This is an optimization exercise on Yosys and OpenROAD, whose aim is a short achievable clock period and few clock cycles, not a production implementation. In this exercise RTL edits were held to simulation tests only and were not proved equivalent to the original. No activity file was given, so power comes from the tool's default toggle rates.

==> flow/design.v <==
module adder #(
    parameter  WIDTH = 32
) (
    input  [WIDTH-1:0] operand_a,
    input  [WIDTH-1:0] operand_b,
    output [WIDTH-1:0] result
);
    assign result = operand_a + operand_b;
endmodule
module multiplexer #(
    parameter  WIDTH    = 32,
    parameter  CHANNELS = 2) (
        input  [(CHANNELS * WIDTH) - 1:0]   in_bus,
        input  [$clog2(CHANNELS) - 1:0]     sel,
        output [WIDTH - 1:0]                out
);
    genvar ig;
    logic  [WIDTH - 1:0] input_array [0:CHANNELS - 1];
    assign out = input_array[sel];
    for(ig = 0; ig < CHANNELS; ig = ig + 1) begin: array_assignments
        assign input_array[(CHANNELS - 1) - ig] = in_bus[(ig * WIDTH) +: WIDTH];
    end
endmodule
module multiplexer2 #(
    parameter  WIDTH = 32
) (
    input  [WIDTH-1:0] in0,
    input  [WIDTH-1:0] in1,
    input              sel,
    output [WIDTH-1:0] out
);
    multiplexer #(
        .WIDTH(WIDTH),
        .CHANNELS(2)
    ) multiplexer (
        .in_bus({in0, in1}),
        .sel(sel),
        .out(out)
    );
endmodule
module multiplexer4 #(
    parameter  WIDTH = 32
) (
    input  [WIDTH-1:0] in0,
    input  [WIDTH-1:0] in1,
    input  [WIDTH-1:0] in2,
    input  [WIDTH-1:0] in3,
    input  [1:0]       sel,
    output [WIDTH-1:0] out
);
    multiplexer #(
        .WIDTH(WIDTH),
        .CHANNELS(4)
    ) multiplexer (
        .in_bus({in0, in1, in2, in3}),
        .sel(sel),
        .out(out)
    );
endmodule
module multiplexer8 #(
    parameter  WIDTH = 32
) (
    input  [WIDTH-1:0] in0,
    input  [WIDTH-1:0] in1,
    input  [WIDTH-1:0] in2,
    input  [WIDTH-1:0] in3,
    input  [WIDTH-1:0] in4,
    input  [WIDTH-1:0] in5,
    input  [WIDTH-1:0] in6,
    input  [WIDTH-1:0] in7,
    input  [2:0]       sel,
    output [WIDTH-1:0] out
);
    multiplexer #(
        .WIDTH(WIDTH),
        .CHANNELS(8)
    ) multiplexer (
        .in_bus({in0, in1, in2, in3, in4, in5, in6, in7}),
        .sel(sel),
        .out(out)
    );
endmodule
module alu (
    input        [4:0]  alu_function,
    input signed [31:0] operand_a,
    input signed [31:0] operand_b,
    output logic [31:0] result,
    output              result_equal_zero
);
    assign result_equal_zero = (result == 32'b0);
    always_comb begin
        result = 32'b0;
        case (alu_function)
            5'b00001:   result = operand_a +    operand_b;
            5'b00010:   result = operand_a -    operand_b;
            5'b00011:   result = operand_a <<   operand_b[4:0];
            5'b00100:   result = operand_a >>   operand_b[4:0];
            5'b00101:   result = operand_a >>>  operand_b[4:0];
            5'b00110:   result = {31'b0, operand_a == operand_b};
            5'b00111:   result = {31'b0, operand_a < operand_b};
            5'b01000:  result = {31'b0, $unsigned(operand_a) < $unsigned(operand_b)};
            5'b01001:   result = operand_a ^    operand_b;
            5'b01010:    result = operand_a |    operand_b;
            5'b01011:   result = operand_a &    operand_b;
            default:
                result = 32'b0;
        endcase
    end
endmodule
module alu_control (
    input        [1:0] alu_op_type,
    input        [2:0] inst_funct3,
    input        [6:0] inst_funct7,
    output logic [4:0] alu_function
);
    logic [4:0] default_funct;
    logic [4:0] secondary_funct;
    logic [4:0] op_funct;
    logic [4:0] op_imm_funct;
    logic [4:0] branch_funct;
    always_comb
        case (alu_op_type)
            2'b00:           alu_function = 5'b00001;
            2'b10:            alu_function = op_funct;
            2'b11:        alu_function = op_imm_funct;
            2'b01:        alu_function = branch_funct;
            default:                alu_function = 5'bx;
        endcase
    always_comb
        if (inst_funct7[5])     op_funct = secondary_funct;
        else                    op_funct = default_funct;
    always_comb
        if (inst_funct7[5] && inst_funct3[1:0] == 2'b01)
                op_imm_funct = secondary_funct;
        else    op_imm_funct = default_funct;
    always_comb
        case (inst_funct3)
            3'b000:    default_funct = 5'b00001;
            3'b001:        default_funct = 5'b00011;
            3'b010:        default_funct = 5'b00111;
            3'b011:       default_funct = 5'b01000;
            3'b100:        default_funct = 5'b01001;
            3'b101:     default_funct = 5'b00100;
            3'b110:         default_funct = 5'b01010;
            3'b111:        default_funct = 5'b01011;
            default:                default_funct = 5'bx;
        endcase
    always_comb
        case (inst_funct3)
            3'b000:    secondary_funct = 5'b00010;
            3'b101:     secondary_funct = 5'b00101;
            default:                secondary_funct = 5'bx;
        endcase
    always_comb
        case (inst_funct3)
            3'b000:  branch_funct = 5'b00110;
            3'b001:  branch_funct = 5'b00110;
            3'b100:  branch_funct = 5'b00111;
            3'b101:  branch_funct = 5'b00111;
            3'b110: branch_funct = 5'b01000;
            3'b111: branch_funct = 5'b01000;
            default:            branch_funct = 5'bx;
        endcase
endmodule
module control_transfer (
    input  result_equal_zero,
    input  [2:0] inst_funct3,
    output logic take_branch
);
    always_comb
        case (inst_funct3)
            3'b000:  take_branch = !result_equal_zero;
            3'b001:  take_branch = result_equal_zero;
            3'b100:  take_branch = !result_equal_zero;
            3'b101:  take_branch = result_equal_zero;
            3'b110: take_branch = !result_equal_zero;
            3'b111: take_branch = result_equal_zero;
            default: take_branch = 1'bx;
        endcase
endmodule
module immediate_generator (
    input        [31:0] inst,
    output logic [31:0] immediate
);
    always_comb begin
        immediate = 32'b0;
        case (inst[6:0])  
            7'b0000011,
            7'b0000111,
            7'b0010011,
            7'b1100111:    
                immediate = { {21{inst[31]}}, inst[30:25], inst[24:20] };
            7'b0100111,
            7'b0100011:   
                immediate = { {21{inst[31]}}, inst[30:25], inst[11:7] };
            7'b1100011:  
                immediate = { {20{inst[31]}}, inst[7], inst[30:25], inst[11:8], 1'b0 };
            7'b0010111,
            7'b0110111:     
                immediate = { {1{inst[31]}}, inst[30:20], inst[19:12], 12'b0 };
            7'b1101111:     
                immediate = { {12{inst[31]}}, inst[19:12], inst[20], inst[30:25], inst[24:21], 1'b0 };
            default: immediate = 32'b0;
        endcase
    end
endmodule
module instruction_decoder(
    input [31:0] inst,
    output [6:0] inst_opcode,
    output [2:0] inst_funct3,
    output [6:0] inst_funct7,
    output [4:0] inst_rd,
    output [4:0] inst_rs1,
    output [4:0] inst_rs2
);
    assign inst_opcode = inst[6:0];
    assign inst_funct3 = inst[14:12];
    assign inst_funct7 = inst[31:25];
    assign inst_rd     = inst[11:7];
    assign inst_rs1    = inst[19:15];
    assign inst_rs2    = inst[24:20];
endmodule
module regfile (
    input  clock,
    input  write_enable,
    input  [4:0] rd_address,
    input  [4:0] rs1_address,
    input  [4:0] rs2_address,
    input  [31:0] rd_data,
    output [31:0] rs1_data,
    output [31:0] rs2_data
);
    logic [31:0] register [1:31];
    assign rs1_data = rs1_address == 5'b0 ? 32'b0 : register[rs1_address];
    assign rs2_data = rs2_address == 5'b0 ? 32'b0 : register[rs2_address];
    always_ff @(posedge clock)
        if (write_enable)
            if (rd_address != 5'b0) register[rd_address] <= rd_data;
endmodule
module register #(
    parameter  WIDTH    = 32,
    parameter  INITIAL  = 0
) (
    input  clock,
    input  reset,
    input  write_enable,
    input  [WIDTH-1:0] next,
    output logic [WIDTH-1:0] value
);
   always_ff @ (posedge clock or posedge reset)
       if (reset) value <= INITIAL;
       else if (write_enable) value <= next;
endmodule
module data_memory_interface (
    input  clock,
    input  read_enable,
    input  write_enable,
    input  [2:0]  data_format,
    input  [31:0] address,
    input  [31:0] write_data,
    output [31:0] read_data,
    output       [31:0] bus_address,
    input        [31:0] bus_read_data,
    output       [31:0] bus_write_data,
    output logic [3:0]  bus_byte_enable,
    output              bus_read_enable,
    output              bus_write_enable
);
    logic [31:0] position_fix;
    logic [31:0] sign_fix;
    assign bus_address      = address;
    assign bus_write_enable = write_enable;
    assign bus_read_enable  = read_enable;
    assign bus_write_data   = write_data << (8*address[1:0]);
    always_comb begin
       bus_byte_enable = 4'b0000;
       case (data_format[1:0])
           2'b00:   bus_byte_enable = 4'b0001 << address[1:0];
           2'b01:   bus_byte_enable = 4'b0011 << address[1:0];
           2'b10:   bus_byte_enable = 4'b1111 << address[1:0];
           default: bus_byte_enable = 4'b0000;
       endcase
    end
    always_comb begin
       position_fix = bus_read_data >> (8*address[1:0]);
    end
    always_comb begin
       case (data_format[1:0])
           2'b00:   sign_fix = {{24{~data_format[2] & position_fix[7]}}, position_fix[7:0]};
           2'b01:   sign_fix = {{16{~data_format[2] & position_fix[15]}}, position_fix[15:0]};
           2'b10:   sign_fix = position_fix[31:0];
           default: sign_fix = 32'bx;
       endcase
    end
    assign read_data = sign_fix;
endmodule
module pipeline_control (
    input  [6:0] inst_opcode,
    input  take_branch,
    input  [1:0] branch_status,
    input  want_stall,
    output logic pc_write_enable,
    output logic no_stall,
    output logic jump_start,
    output logic inject_bubble,
    output logic regfile_write_enable,
    output logic alu_operand_a_select,
    output logic alu_operand_b_select,
    output logic [1:0] alu_op_type,
    output logic data_mem_read_enable,
    output logic data_mem_write_enable,
    output logic [2:0] reg_writeback_select,
    output logic [1:0] next_pc_select
);
    always_comb
        if (branch_status[0])
        case (inst_opcode)
            7'b1100011: next_pc_select = take_branch ? 2'b01 : 2'b11;
            7'b1100111:   next_pc_select = 2'b10;
            7'b1101111:    next_pc_select = 2'b01;
            default:        next_pc_select = 2'b00;
        endcase
        else next_pc_select = 2'b00;
    always_comb begin
        pc_write_enable         = 1'b1;
        no_stall                = 1'b1;
        jump_start              = 1'b0;
        inject_bubble           = 1'b0;
        if (want_stall && !(|branch_status)) begin
            pc_write_enable = 1'b0;
            no_stall        = 1'b0;
            inject_bubble   = 1'b1;
        end else case (inst_opcode)
            7'b1100011, 7'b1100111, 7'b1101111:
            begin
                pc_write_enable         = |branch_status;
                no_stall                = branch_status[1];
                jump_start              = !(|branch_status);
            end
            default: ;
        endcase
    end
    always_comb begin
        regfile_write_enable    = 1'b0;
        data_mem_read_enable    = 1'b0;
        data_mem_write_enable   = 1'b0;
        case (inst_opcode)
            7'b0000011:
            begin
                regfile_write_enable    = 1'b1;
                data_mem_read_enable    = 1'b1;
            end
            7'b0100011:
                data_mem_write_enable   = 1'b1;
            7'b0110011, 7'b0010011, 7'b0110111, 7'b0010111:
                regfile_write_enable    = 1'b1;
            7'b1100111, 7'b1101111:
                regfile_write_enable    = !(|branch_status);
            default: ;
        endcase
    end
    always_comb begin
        alu_operand_a_select    = 1'b1;  
        alu_operand_b_select    = 1'b1;  
        alu_op_type             = 2'bx;
        reg_writeback_select    = 3'bx;
        case (inst_opcode)
            7'b0000011:
            begin
                alu_operand_a_select    = 1'b0;
                alu_operand_b_select    = 1'b1;
                alu_op_type             = 2'b00;
                reg_writeback_select    = 3'b001;
            end
            7'b0001111:
            begin
            end
            7'b0010011:
            begin
                alu_operand_a_select    = 1'b0;
                alu_operand_b_select    = 1'b1;
                alu_op_type             = 2'b11;
                reg_writeback_select    = 3'b000;
            end
            7'b0010111:
            begin
                alu_operand_a_select    = 1'b1;
                alu_operand_b_select    = 1'b1;
                alu_op_type             = 2'b00;
                reg_writeback_select    = 3'b000;
            end
            7'b0100011:
            begin
                alu_operand_a_select    = 1'b0;
                alu_operand_b_select    = 1'b1;
                alu_op_type             = 2'b00;
            end
            7'b0110011:
            begin
                alu_operand_a_select    = 1'b0;
                alu_operand_b_select    = 1'b0;
                reg_writeback_select    = 3'b000;
                alu_op_type             = 2'b10;
            end
            7'b0110111:
            begin
                alu_operand_a_select    = 1'b0;
                alu_operand_b_select    = 1'b0;
                reg_writeback_select    = 3'b011;
            end
            7'b1100011:
            begin
                alu_operand_a_select    = 1'b0;
                alu_operand_b_select    = 1'b0;
                alu_op_type             = 2'b01;
            end
            7'b1100111:
            begin
                alu_operand_a_select    = 1'b0;
                alu_operand_b_select    = 1'b1;
                alu_op_type             = 2'b00;
                reg_writeback_select    = 3'b010;
            end
            7'b1101111:
            begin
                alu_operand_a_select    = 1'b1;
                alu_operand_b_select    = 1'b1;
                alu_op_type             = 2'b00;
                reg_writeback_select    = 3'b010;
            end
            default: ;
        endcase
    end
endmodule
module pipeline_ctlpath (
    input  [6:0] inst_opcode,
    input  [2:0] inst_funct3,
    input  [6:0] inst_funct7,
    input  alu_result_equal_zero,
    input  [1:0] branch_status,
    input  want_stall,
    output pc_write_enable,
    output no_stall,
    output jump_start,
    output inject_bubble,
    output regfile_write_enable,
    output alu_operand_a_select,
    output alu_operand_b_select,
    output data_mem_read_enable,
    output data_mem_write_enable,
    output [2:0] reg_writeback_select,
    output [4:0] alu_function,
    output [1:0] next_pc_select
);
    logic take_branch;
    logic [1:0] alu_op_type;
    pipeline_control pipeline_control(
        .inst_opcode            (inst_opcode),
        .pc_write_enable        (pc_write_enable),
        .no_stall               (no_stall),
        .want_stall             (want_stall),
        .jump_start             (jump_start),
        .inject_bubble          (inject_bubble),
        .regfile_write_enable   (regfile_write_enable),
        .alu_operand_a_select   (alu_operand_a_select),
        .alu_operand_b_select   (alu_operand_b_select),
        .alu_op_type            (alu_op_type),
        .data_mem_read_enable   (data_mem_read_enable),
        .data_mem_write_enable  (data_mem_write_enable),
        .reg_writeback_select   (reg_writeback_select),
        .take_branch            (take_branch),
        .next_pc_select         (next_pc_select),
        .branch_status          (branch_status)
    );
    control_transfer control_transfer (
        .result_equal_zero  (alu_result_equal_zero),
        .inst_funct3        (inst_funct3),
        .take_branch        (take_branch)
    );
    alu_control alu_control(
        .alu_op_type        (alu_op_type),
        .inst_funct3        (inst_funct3),
        .inst_funct7        (inst_funct7),
        .alu_function       (alu_function)
    );
endmodule
module pipeline_datapath (
    input  clock,
    input  reset,
    input  [31:0] _data_mem_read_data,
    output [31:0] _data_mem_address,
    output [31:0] _data_mem_write_data,
    output _data_mem_read_enable,
    output _data_mem_write_enable,
    output [2:0] _data_mem_format,
    input  [31:0] _inst,
    output [31:0] _pc,
    output [6:0] inst_opcode,
    output [2:0] inst_funct3,
    output [6:0] inst_funct7,
    output alu_result_equal_zero,
    output [1:0] _branch_status,
    output want_stall,
    input pc_write_enable,
    input no_stall,
    input jump_start,
    input inject_bubble,
    input _regfile_write_enable,
    input _alu_operand_a_select,
    input _alu_operand_b_select,
    input [2:0] _reg_writeback_select,
    input [1:0] next_pc_select,
    input [4:0] _alu_function,
    input _read_enable,
    input _write_enable
);
    localparam PL_IF  = 0;  
    localparam PL_ID  = 1;  
    localparam PL_EX  = 2;  
    localparam PL_MEM = 3;  
    localparam PL_WB  = 4;  
    logic [31:0] inst[PL_IF:PL_ID];
    logic [31:0] pc[PL_IF:PL_EX];
    logic [31:0] data_mem_read_data[PL_MEM:PL_WB];
    logic regfile_write_enable[PL_ID:PL_WB];
    logic alu_operand_a_select[PL_ID:PL_EX];
    logic alu_operand_b_select[PL_ID:PL_EX];
    logic [4:0] alu_function[PL_ID:PL_EX];
    logic [2:0] reg_writeback_select[PL_ID:PL_WB];
    logic [2:0] data_mem_format[PL_ID:PL_MEM];
    logic data_mem_read_enable[PL_ID:PL_MEM];
    logic data_mem_write_enable[PL_ID:PL_MEM];
    logic branch_status[PL_ID:PL_MEM];
    logic [31:0] rd_data[PL_WB:PL_WB];
    logic [31:0] rs1_data[PL_ID:PL_EX];
    logic [31:0] rs2_data[PL_ID:PL_MEM];
    logic [31:0] pc_plus_4[PL_IF:PL_WB];
    logic [31:0] pc_plus_immediate[PL_EX:PL_EX];
    logic [31:0] next_pc;
    logic [4:0] inst_rd[PL_ID:PL_WB];
    logic [4:0] inst_rs1[PL_ID:PL_ID];
    logic [4:0] inst_rs2[PL_ID:PL_ID];
    logic [31:0] alu_operand_a[PL_EX:PL_EX];
    logic [31:0] alu_operand_b[PL_EX:PL_EX];
    logic [31:0] alu_result[PL_EX:PL_WB];
    logic [31:0] immediate[PL_ID:PL_WB];
    always_ff @(posedge clock or posedge reset) if (reset) begin
        inst[PL_ID] <= 32'h00000013;  
    end else if (no_stall) begin
        inst[PL_ID] <= inst[PL_IF];
        pc[PL_ID] <= pc[PL_IF];
        pc_plus_4[PL_ID] <= pc_plus_4[PL_IF];
    end
    always_ff @(posedge clock or posedge reset) if (reset) begin
        regfile_write_enable[PL_EX] <= 1'b0;
        data_mem_read_enable[PL_EX] <= 1'b0;
        data_mem_write_enable[PL_EX] <= 1'b0;
        branch_status[PL_EX] <= 1'b0;
    end else begin
        rs1_data[PL_EX] <= rs1_data[PL_ID];
        rs2_data[PL_EX] <= rs2_data[PL_ID];
        immediate[PL_EX] <= immediate[PL_ID];
        pc[PL_EX] <= pc[PL_ID];
        pc_plus_4[PL_EX] <= pc_plus_4[PL_ID];
        inst_rd[PL_EX] <= inst_rd[PL_ID];
        regfile_write_enable[PL_EX] <= regfile_write_enable[PL_ID];
        alu_operand_a_select[PL_EX] <= alu_operand_a_select[PL_ID];
        alu_operand_b_select[PL_EX] <= alu_operand_b_select[PL_ID];
        alu_function[PL_EX] <= alu_function[PL_ID];
        reg_writeback_select[PL_EX] <= reg_writeback_select[PL_ID];
        data_mem_format[PL_EX] <= data_mem_format[PL_ID];
        data_mem_read_enable[PL_EX] <= data_mem_read_enable[PL_ID];
        data_mem_write_enable[PL_EX] <= data_mem_write_enable[PL_ID];
        branch_status[PL_EX] <= branch_status[PL_ID];
        if (inject_bubble) begin
            branch_status[PL_EX] <= 1'b0;
            regfile_write_enable[PL_EX] <= 1'b0;
            data_mem_read_enable[PL_EX] <= 1'b0;
            data_mem_write_enable[PL_EX] <= 1'b0;
        end
    end
    always_ff @(posedge clock or posedge reset) if (reset) begin
        regfile_write_enable[PL_MEM] <= 1'b0;
        data_mem_read_enable[PL_MEM] <= 1'b0;
        data_mem_write_enable[PL_MEM] <= 1'b0;
    end else begin
        rs2_data[PL_MEM] <= rs2_data[PL_EX];
        immediate[PL_MEM] <= immediate[PL_EX];
        alu_result[PL_MEM] <= alu_result[PL_EX];
        pc_plus_4[PL_MEM] <= pc_plus_4[PL_EX];
        inst_rd[PL_MEM] <= inst_rd[PL_EX];
        regfile_write_enable[PL_MEM] <= regfile_write_enable[PL_EX];
        reg_writeback_select[PL_MEM] <= reg_writeback_select[PL_EX];
        data_mem_format[PL_MEM] <= data_mem_format[PL_EX];
        data_mem_read_enable[PL_MEM] <= data_mem_read_enable[PL_EX];
        data_mem_write_enable[PL_MEM] <= data_mem_write_enable[PL_EX];
        branch_status[PL_MEM] <= branch_status[PL_EX];
    end
    always_ff @(posedge clock or posedge reset) if (reset) begin
        regfile_write_enable[PL_WB] <= 1'b0;
    end else begin
        immediate[PL_WB] <= immediate[PL_MEM];
        alu_result[PL_WB] <= alu_result[PL_MEM];
        data_mem_read_data[PL_WB] <= data_mem_read_data[PL_MEM];
        pc_plus_4[PL_WB] <= pc_plus_4[PL_MEM];
        inst_rd[PL_WB] <= inst_rd[PL_MEM];
        regfile_write_enable[PL_WB] <= regfile_write_enable[PL_MEM];
        reg_writeback_select[PL_WB] <= reg_writeback_select[PL_MEM];
    end
    assign inst[PL_IF] = _inst;
    assign data_mem_read_data[PL_MEM]   = _data_mem_read_data;
    assign regfile_write_enable[PL_ID]  = _regfile_write_enable;
    assign alu_operand_a_select[PL_ID]  = _alu_operand_a_select;
    assign alu_operand_b_select[PL_ID]  = _alu_operand_b_select;
    assign alu_function[PL_ID]          = _alu_function;
    assign reg_writeback_select[PL_ID]  = _reg_writeback_select;
    assign data_mem_read_enable[PL_ID]  = _read_enable;
    assign data_mem_write_enable[PL_ID] = _write_enable;
    assign data_mem_format[PL_ID] = inst_funct3;
    assign branch_status[PL_ID] = jump_start;
    assign _pc = pc[PL_IF];
    assign _data_mem_address      = alu_result[PL_MEM];
    assign _data_mem_write_data   = rs2_data[PL_MEM];
    assign _data_mem_format       = data_mem_format[PL_MEM];
    assign _data_mem_read_enable  = data_mem_read_enable[PL_MEM];
    assign _data_mem_write_enable = data_mem_write_enable[PL_MEM];
    assign _branch_status         = {branch_status[PL_MEM], branch_status[PL_EX]};
    assign want_stall =
           regfile_write_enable[PL_MEM] && inst_rd[PL_MEM] == inst_rs1[PL_ID] && |inst_rd[PL_MEM] && alu_operand_a_select[PL_ID] == 1'b0
        || regfile_write_enable[PL_MEM] && inst_rd[PL_MEM] == inst_rs2[PL_ID] && |inst_rd[PL_MEM] && alu_operand_b_select[PL_ID] == 1'b0
        || regfile_write_enable[PL_MEM] && inst_rd[PL_MEM] == inst_rs2[PL_ID] && |inst_rd[PL_MEM] && (data_mem_read_enable[PL_ID] || data_mem_write_enable[PL_ID])
        || regfile_write_enable[PL_EX] && inst_rd[PL_EX] == inst_rs1[PL_ID] && |inst_rd[PL_EX] && alu_operand_a_select[PL_ID] == 1'b0
        || regfile_write_enable[PL_EX] && inst_rd[PL_EX] == inst_rs2[PL_ID] && |inst_rd[PL_EX] && alu_operand_b_select[PL_ID] == 1'b0
        || regfile_write_enable[PL_EX] && inst_rd[PL_EX] == inst_rs2[PL_ID] && |inst_rd[PL_EX] && (data_mem_read_enable[PL_ID] || data_mem_write_enable[PL_ID])
        || regfile_write_enable[PL_WB] && inst_rd[PL_WB] == inst_rs1[PL_ID] && |inst_rd[PL_WB] && alu_operand_a_select[PL_ID] == 1'b0
        || regfile_write_enable[PL_WB] && inst_rd[PL_WB] == inst_rs2[PL_ID] && |inst_rd[PL_WB] && alu_operand_b_select[PL_ID] == 1'b0
        || regfile_write_enable[PL_WB] && inst_rd[PL_WB] == inst_rs2[PL_ID] && |inst_rd[PL_WB] && (data_mem_read_enable[PL_ID] || data_mem_write_enable[PL_ID]);
    adder #(
        .WIDTH(32)
    ) adder_pc_plus_4 (
        .operand_a      (32'h00000004),
        .operand_b      (pc[PL_IF]),
        .result         (pc_plus_4[PL_IF])
    );
    adder #(
       .WIDTH(32)
    ) adder_pc_plus_immediate (
        .operand_a      (pc[PL_EX]),
        .operand_b      (immediate[PL_EX]),
        .result         (pc_plus_immediate[PL_EX])
    );
    alu alu(
        .alu_function       (alu_function[PL_EX]),
        .operand_a          (alu_operand_a[PL_EX]),
        .operand_b          (alu_operand_b[PL_EX]),
        .result             (alu_result[PL_EX]),
        .result_equal_zero  (alu_result_equal_zero)
    );
    multiplexer4 #(
        .WIDTH(32)
    ) mux_next_pc_select (
        .in0 (pc_plus_4[PL_IF]),
        .in1 (pc_plus_immediate[PL_EX]),
        .in2 ({alu_result[PL_EX][31:1], 1'b0}),
        .in3 (pc_plus_4[PL_EX]),
        .sel (next_pc_select),
        .out (next_pc)
    );
    multiplexer2 #(
        .WIDTH(32)
    ) mux_operand_a (
        .in0 (rs1_data[PL_EX]),
        .in1 (pc[PL_EX]),
        .sel (alu_operand_a_select[PL_EX]),
        .out (alu_operand_a[PL_EX])
    );
    multiplexer2 #(
        .WIDTH(32)
    ) mux_operand_b (
        .in0 (rs2_data[PL_EX]),
        .in1 (immediate[PL_EX]),
        .sel (alu_operand_b_select[PL_EX]),
        .out (alu_operand_b[PL_EX])
    );
    multiplexer8 #(
        .WIDTH(32)
    ) mux_reg_writeback (
        .in0 (alu_result[PL_WB]),
        .in1 (data_mem_read_data[PL_WB]),
        .in2 (pc_plus_4[PL_WB]),
        .in3 (immediate[PL_WB]),
        .in4 (32'b0),
        .in5 (32'b0),
        .in6 (32'b0),
        .in7 (32'b0),
        .sel (reg_writeback_select[PL_WB]),
        .out (rd_data[PL_WB])
    );
    register #(
        .WIDTH(32),
        .INITIAL(32'h00400000)
    ) program_counter(
        .clock              (clock),
        .reset              (reset),
        .write_enable       (pc_write_enable),
        .next               (next_pc),
        .value              (pc[PL_IF])
    );
    regfile regfile(
        .clock              (clock),
        .write_enable       (regfile_write_enable[PL_WB]),
        .rd_address         (inst_rd[PL_WB]),
        .rs1_address        (inst_rs1[PL_ID]),
        .rs2_address        (inst_rs2[PL_ID]),
        .rd_data            (rd_data[PL_WB]),
        .rs1_data           (rs1_data[PL_ID]),
        .rs2_data           (rs2_data[PL_ID])
    );
    instruction_decoder instruction_decoder(
        .inst                   (inst[PL_ID]),
        .inst_opcode            (inst_opcode),
        .inst_funct7            (inst_funct7),
        .inst_funct3            (inst_funct3),
        .inst_rd                (inst_rd[PL_ID]),
        .inst_rs1               (inst_rs1[PL_ID]),
        .inst_rs2               (inst_rs2[PL_ID])
    );
    immediate_generator immediate_generator(
        .inst                   (inst[PL_ID]),
        .immediate              (immediate[PL_ID])
    );
endmodule
module riscv_core (
    input  clock,
    input  reset,
    output [31:0] bus_address,
    input  [31:0] bus_read_data,
    output [31:0] bus_write_data,
    output [3:0]  bus_byte_enable,
    output        bus_read_enable,
    output        bus_write_enable,
    input  [31:0] inst,
    output [31:0] pc
);
    logic pc_write_enable;
    logic regfile_write_enable;
    logic alu_operand_a_select;
    logic alu_operand_b_select;
    logic [2:0] reg_writeback_select;
    logic [6:0] inst_opcode;
    logic [2:0] inst_funct3;
    logic [2:0] data_format;
    logic [6:0] inst_funct7;
    logic [1:0] next_pc_select;
    logic [4:0] alu_function;
    logic alu_result_equal_zero;
    logic [31:0] read_data;
    logic [31:0] write_data;
    logic [31:0] address;
    logic read_enable_id;
    logic write_enable_id;
    logic read_enable;
    logic write_enable;
    logic [1:0] branch_status;
    logic no_stall;
    logic jump_start;
    logic want_stall;
    logic inject_bubble;
    pipeline_datapath pipeline_datapath (
        .clock                  (clock),
        .reset                  (reset),
        ._inst                  (inst),
        ._data_mem_read_data    (read_data),
        ._data_mem_address      (address),
        ._data_mem_write_data   (write_data),
        ._data_mem_read_enable  (read_enable),
        ._data_mem_write_enable (write_enable),
        ._data_mem_format       (data_format),
        ._pc                    (pc),
        .inst_opcode            (inst_opcode),
        .inst_funct3            (inst_funct3),
        .inst_funct7            (inst_funct7),
        .pc_write_enable        (pc_write_enable),
        ._regfile_write_enable  (regfile_write_enable),
        ._alu_operand_a_select  (alu_operand_a_select),
        ._alu_operand_b_select  (alu_operand_b_select),
        ._reg_writeback_select  (reg_writeback_select),
        .next_pc_select         (next_pc_select),
        .alu_result_equal_zero  (alu_result_equal_zero),
        ._alu_function          (alu_function),
        ._read_enable           (read_enable_id),
        ._write_enable          (write_enable_id),
        ._branch_status         (branch_status),
        .no_stall               (no_stall),
        .jump_start             (jump_start),
        .want_stall             (want_stall),
        .inject_bubble          (inject_bubble)
    );
    pipeline_ctlpath pipeline_ctlpath(
        .inst_opcode            (inst_opcode),
        .inst_funct3            (inst_funct3),
        .inst_funct7            (inst_funct7),
        .alu_result_equal_zero  (alu_result_equal_zero),
        .pc_write_enable        (pc_write_enable),
        .regfile_write_enable   (regfile_write_enable),
        .alu_operand_a_select   (alu_operand_a_select),
        .alu_operand_b_select   (alu_operand_b_select),
        .data_mem_read_enable   (read_enable_id),
        .data_mem_write_enable  (write_enable_id),
        .reg_writeback_select   (reg_writeback_select),
        .alu_function           (alu_function),
        .next_pc_select         (next_pc_select),
        .branch_status          (branch_status),
        .no_stall               (no_stall),
        .jump_start             (jump_start),
        .want_stall             (want_stall),
        .inject_bubble          (inject_bubble)
    );
    data_memory_interface data_memory_interface (
        .clock                  (clock),
        .read_enable            (read_enable),
        .write_enable           (write_enable),
        .data_format            (data_format),
        .address                (address),
        .write_data             (write_data),
        .read_data              (read_data),
        .bus_address            (bus_address),
        .bus_read_data          (bus_read_data),
        .bus_write_data         (bus_write_data),
        .bus_read_enable        (bus_read_enable),
        .bus_write_enable       (bus_write_enable),
        .bus_byte_enable        (bus_byte_enable)
    );
endmodule
==> flow/run.sh <==
#!/bin/bash
# synth_recipe.tcl (not shown) runs the flow's synth.tcl, then flattens the netlist and writes it again
# the make line also repeats each setting of config.mk as NAME=value (left out here)
make -C /OpenROAD-flow-scripts/flow DESIGN_CONFIG=/design/flow/config.mk WORK_HOME=/design/flow/orfs CLKGATE_MAP_FILE= SYNTH_SCRIPT=/design/flow/synth_recipe.tcl finish
==> flow/constraint.sdc <==
create_clock -name core_clock -period 9.0 [get_ports {clock}]
set_input_delay 1.8000 -clock core_clock [delete_from_list [all_inputs] [get_ports {clock}]]
set_output_delay 1.8000 -clock core_clock [all_outputs]
set_load 0.01 [all_outputs]
==> flow/config.mk <==
export PLATFORM = sky130hd
export DESIGN_NAME = riscv_core
export DESIGN_NICKNAME = riscv_core
export VERILOG_FILES = /design/flow/design.v
export SDC_FILE = /design/flow/constraint.sdc
export NUM_CORES = 8
export LEC_CHECK = 0
export CAP_MARGIN = 20
export CORE_MARGIN = 2
export CORE_UTILIZATION = 40
export SLEW_MARGIN = 20
==> summary.md <==
The flow ran to the end and the layout has no timing, DRC or antenna violations. Grouping stages by cell kind, the critical path spends the most delay in compound AO/OA/AOI/OAI gates. The cell count after synthesis was 5460. Among all flip-flop cells after synthesis, the most frequent one is sky130_fd_sc_hd__edfxtp_1. Derived from the worst setup path, the maximum achievable clock frequency is 0.1254 GHz. In this run the cell area measured after placement is 0.08615 mm². Via count of the first global-routing pass: 53225. Of all nets on the critical path, the largest fanout is 24. The first global-routing pass estimated 434600 µm of wire.

The post-synthesis cell type with the largest combined area was sky130_fd_sc_hd__edfxtp_1. The critical path goes through buf_4, mux2i_1, inv_1, buf_4, ha_1, a21oi_1, o21ai_0, a311oi_1, o22ai_1, o21ai_0, a211oi_1, a211oi_2, and3_1, a41oi_1, or4b_4, o31a_1, nor3_4, o21ai_0, o211a_1. The per-cell via count in the routed design works out to 6.644. Entering global routing, the biggest net connects 172 pins. The worst setup path is captured at a flop. The required time at the worst-slack endpoint is 9.72 ns. In the routed design, unresolved DRC markers number 0.

Global routing used 30.39% of the available tracks. In this run the worst hold path is classified as reg -> reg. For the count of standard-cell rows, the log shows 165. After global routing the overflow that remains totals 0. The final critical delay including setup and external delays is 7.975 ns, and the remaining max-slew budget at the tightest pin is 18.65%. The transition time of the tightest slew-check pin works out to 1.211 ns. The number of nets in the final layout was 5790. Setup repair after global routing left no endpoint under its margin. Measured along the x axis, the die boundary spans 454.2 µm. The setup TNS is 0 ns. The initial utilization of the core area, before any placement, comes to 40.15%. CTS placed an instance of sky130_fd_sc_hd__clkbuf_16 at the clock tree root.

At the worst endpoint, the arrival time is 8.69 ns. The run gives 86 as the number of warnings printed during yosys synthesis. The number of instances on the worst hold path was 0. In this run the deepest clock path goes through 3 buffers. Buffers inserted to repair hold after CTS numbered 0. The count of max-cap constraint violations came out at 0.

The tools report the worst-case setup slack after placement as 1.304 ns. The share of the clock period used by the worst path after layout is 88.61%. In this run the biggest area consumer among cell types represents 55.63% of the synthesized area.

The tools report the number of buffers inserted by post-CTS setup repair as 0. The run gives 165 as the CTS buffer count. Sorting the synthesized cells by area gives the leading types as sky130_fd_sc_hd__edfxtp_1, sky130_fd_sc_hd__mux4_2, sky130_fd_sc_hd__mux2i_1. TritonCTS built the clock tree. The final max-slew violation count is 0, and the global placer's final weighted congestion is 1.096. The kind of critical path was reg -> reg. The power density relative to cell area was 209.9 mW/mm²; the post-route cell area was 0.09160 mm².

Post-CTS repair changed the size of 0 cells. The synthesized netlist net count is 5675, and the number of cells on the worst reg-to-reg path is 19. The total area inside the core boundary comes to 0.2019 mm². The share of cells above drive strength 1 works out to 19.94%. Initial antenna violation count: 14. After clock tree synthesis, the clock-pin slew on the worst setup and hold paths is 0.06 ns. Summing internal, switching and leakage power gives 19.22 mW.

By count the netlist is led by sky130_fd_sc_hd__edfxtp_1, sky130_fd_sc_hd__mux4_2, sky130_fd_sc_hd__nor2_1. The number of DRC markers after the initial detailed-route iteration was 8283. The async set-or-reset flop fraction in the synthesized netlist came out at 4.574%. Cell type of the slowest stage on the worst timing path: sky130_fd_sc_hd__nor3_4.

Clock skew on the completed layout was measured at 0.03832 ns. In the final routed layout, each cell accounts on average for 38.01 µm. The run gives 220000 µm as the post-DP HPWL. After layout, the worst setup slack is 1.025 ns. At the later pin of the worst-skew pair, clock insertion delay measures 0.83 ns. The highest cell delay on the worst timing path is 0.90 ns. For the number of H-tree levels, the log shows 4. In this run the cell area of the synthesized design comes to 0.08107 mm². The floorplan step set the die height to 454.2 µm. In this run the mean area of a mapped cell was 14.85 µm². The worst setup path is launched from a flop. During placement, the flow inserted port buffers numbering 167. The number of hold violations in the final report is 0. The die covers 0.2063 mm².

The tools report the first-pass detailed-route iteration total as 8. The register area share after synthesis was 57.86%. The buffers plus inverters on the worst setup path came out at 3. The count of nets left with antenna violations once routing finished came out at 0. The worst-case IR drop observed on VDD is 0.2173 mV. The synthesized design contains 1502 enable-type register cells. From synthesis to final layout, the design area changed by 12.99%. 168 I/O pins were placed.

The total via count after detailed routing came out at 55681. The clock drives 1574 sinks. The critical path runs through a total of 19 cells. Synthesis instantiated 102 different standard cells from the library.

For the minimum hold slack, the log shows 0.3435 ns. Counting stages on the worst path, the most repeated cell is sky130_fd_sc_hd__o21ai_0. The analysis attributes to cell leakage a power of 31.44 nW. Most common cell in the synthesized netlist: sky130_fd_sc_hd__edfxtp_1.

The final layout contains routed wiring with a total length of 318600 µm. Synthesis inferred 1574 register bits. Setup violations remaining at the end of the flow were counted as 0.
[metrics by stage]
stage	utilization (%)	instances
floorplan	-	5460
global placement	42.66	8080
detailed placement	42.67	8080
CTS	45.36	8375
global route	45.36	8375
finish	45.37	8381
[logic make-up after synthesis]
kind of cell	after synthesis	synth area share [%]
buffers and inverters	507	2.577
DFF	1574	57.86
AOI/OAI and AO/OA	1023	8.275
xor gates and xnor gates	94	1.016
adders and majority gates	149	2.327
muxes	1048	21.88
and+or+nand+nor	1065	6.056
[per-layer routing]
layer	GRT usage, %	vias to the layer above	wire [µm]
met3	5.871	797	31220
met2	47.54	3602	146800
li1	-	22225	-
met5	0	-	62
met1	39.72	29049	118700
met4	17.39	8	21810
[placed cells by master (no fill, tap or decap), drive strengths merged, types with 20 or more instances in the layout]
cell / synthesis / final
edfxtp: 1502 / 1502
mux4: 568 / 568
nor2: 427 / 427
mux2i: 424 / 424
a21oi: 297 / 297
nand2: 249 / 249
clkbuf: 265 / 210
o21ai: 184 / 184
clkdlybuf4s50: 0 / 167
buf: 114 / 160
ha: 146 / 146
inv: 126 / 133
nand3: 83 / 83
o22ai: 79 / 79
nor3: 76 / 76
dfrtp: 68 / 68
xnor2: 63 / 63
mux2: 56 / 56
clkinv: 2 / 54
a211oi: 51 / 51
a21o: 48 / 48
a31oi: 40 / 40
o211ai: 35 / 35
o221ai: 34 / 34
xor2: 31 / 31
nor4: 30 / 30
and2: 28 / 28
a221oi: 28 / 28
nand2b: 25 / 25
nand4: 25 / 25
nor2b: 24 / 24
o21bai: 23 / 23
or3: 22 / 22
and3: 21 / 21
bufinv: 0 / 20
[power breakdown]
group	internal [mW]	leakage, nW	switching (mW)
clock network	4.01	2.63	2.97
logic	1.14	13.9	2.14
registers	8.52	14.9	0.446
[final timing paths]
kind	from	endpoint	slack (ns)
max	pipeline_datapath.alu_operand_b_select[2]	pipeline_datapath.program_counter.value[4]	1.03
min	pipeline_datapath.data_mem_write_enable[2]	pipeline_datapath.data_mem_write_enable[3]	0.34
max reg2reg	pipeline_datapath.alu_operand_b_select[2]	pipeline_datapath.program_counter.value[4]	1.03
min reg2reg	pipeline_datapath.data_mem_write_enable[2]	pipeline_datapath.data_mem_write_enable[3]	0.34
max in group asynchronous	reset	pipeline_datapath.regfile_write_enable[2]	5.96
min in group asynchronous	reset	pipeline_datapath.program_counter.value[30]	1.47
[cell type report]
type	instances	area [µm²]
Timing Repair Buffer	327	2960
Antenna cell	6	15.01
Sequential cell	1574	46950
Inverter	128	489.2
Fill cell	17680	110300
Tap cell	2672	3343
Clock buffer	210	4349
Multi-Input combinational cell	3379	32410
Clock inverter	85	1087
[sequential cells by signal (all words and copies together), names as in the netlist]
name	count
pipeline_datapath.regfile.register	992
pipeline_datapath.pc_plus_4	128
pipeline_datapath.immediate	96
pipeline_datapath.alu_result	64
pipeline_datapath.rs2_data	64
pipeline_datapath.pc	60
pipeline_datapath.data_mem_read_data	32
pipeline_datapath.inst	32
pipeline_datapath.program_counter.value	32
pipeline_datapath.rs1_data	32
pipeline_datapath.inst_rd	15
pipeline_datapath.data_mem_format	6
pipeline_datapath.reg_writeback_select	6
pipeline_datapath.alu_function	4
pipeline_datapath.regfile_write_enable	3
pipeline_datapath.branch_status	2
pipeline_datapath.data_mem_read_enable	2
pipeline_datapath.data_mem_write_enable	2
pipeline_datapath.alu_operand_a_select	1
pipeline_datapath.alu_operand_b_select	1
Testbench counts, summed over its fixed seeds: cycles 334,902.

## what the ideal ports hide
The results above use ideal ports. As a check the final layout listed here was re-extracted and re-timed, cells and wires unchanged. Step 1 (the two cells are an assumption about what drives the block):
set clk [get_ports {clock}]
set_driving_cell -lib_cell sky130_fd_sc_hd__clkbuf_16 $clk
set_driving_cell -lib_cell sky130_fd_sc_hd__buf_2 [delete_from_list [all_inputs] $clk]
Step 2 moves the port delays by t, midway between the first and last clock arrival at a register: inputs arrive t later, outputs are due t later. That takes back most of the time a late clock gives input paths. a / b / c = no drivers / after step 1 / after step 2; a / b = the first two.
t (ns): 0.905
slack for setup (ns): 1.025 / 1.025 / 1.025
slew at the worst register clock pin (ns): 0.07 / 0.07
worst data-port slew with drivers (ns): 0.05
After both steps this run still meets setup and hold. For this run, drivers alone change the setup slack by 0.000 ns; drivers and shift together by 0.000 ns.
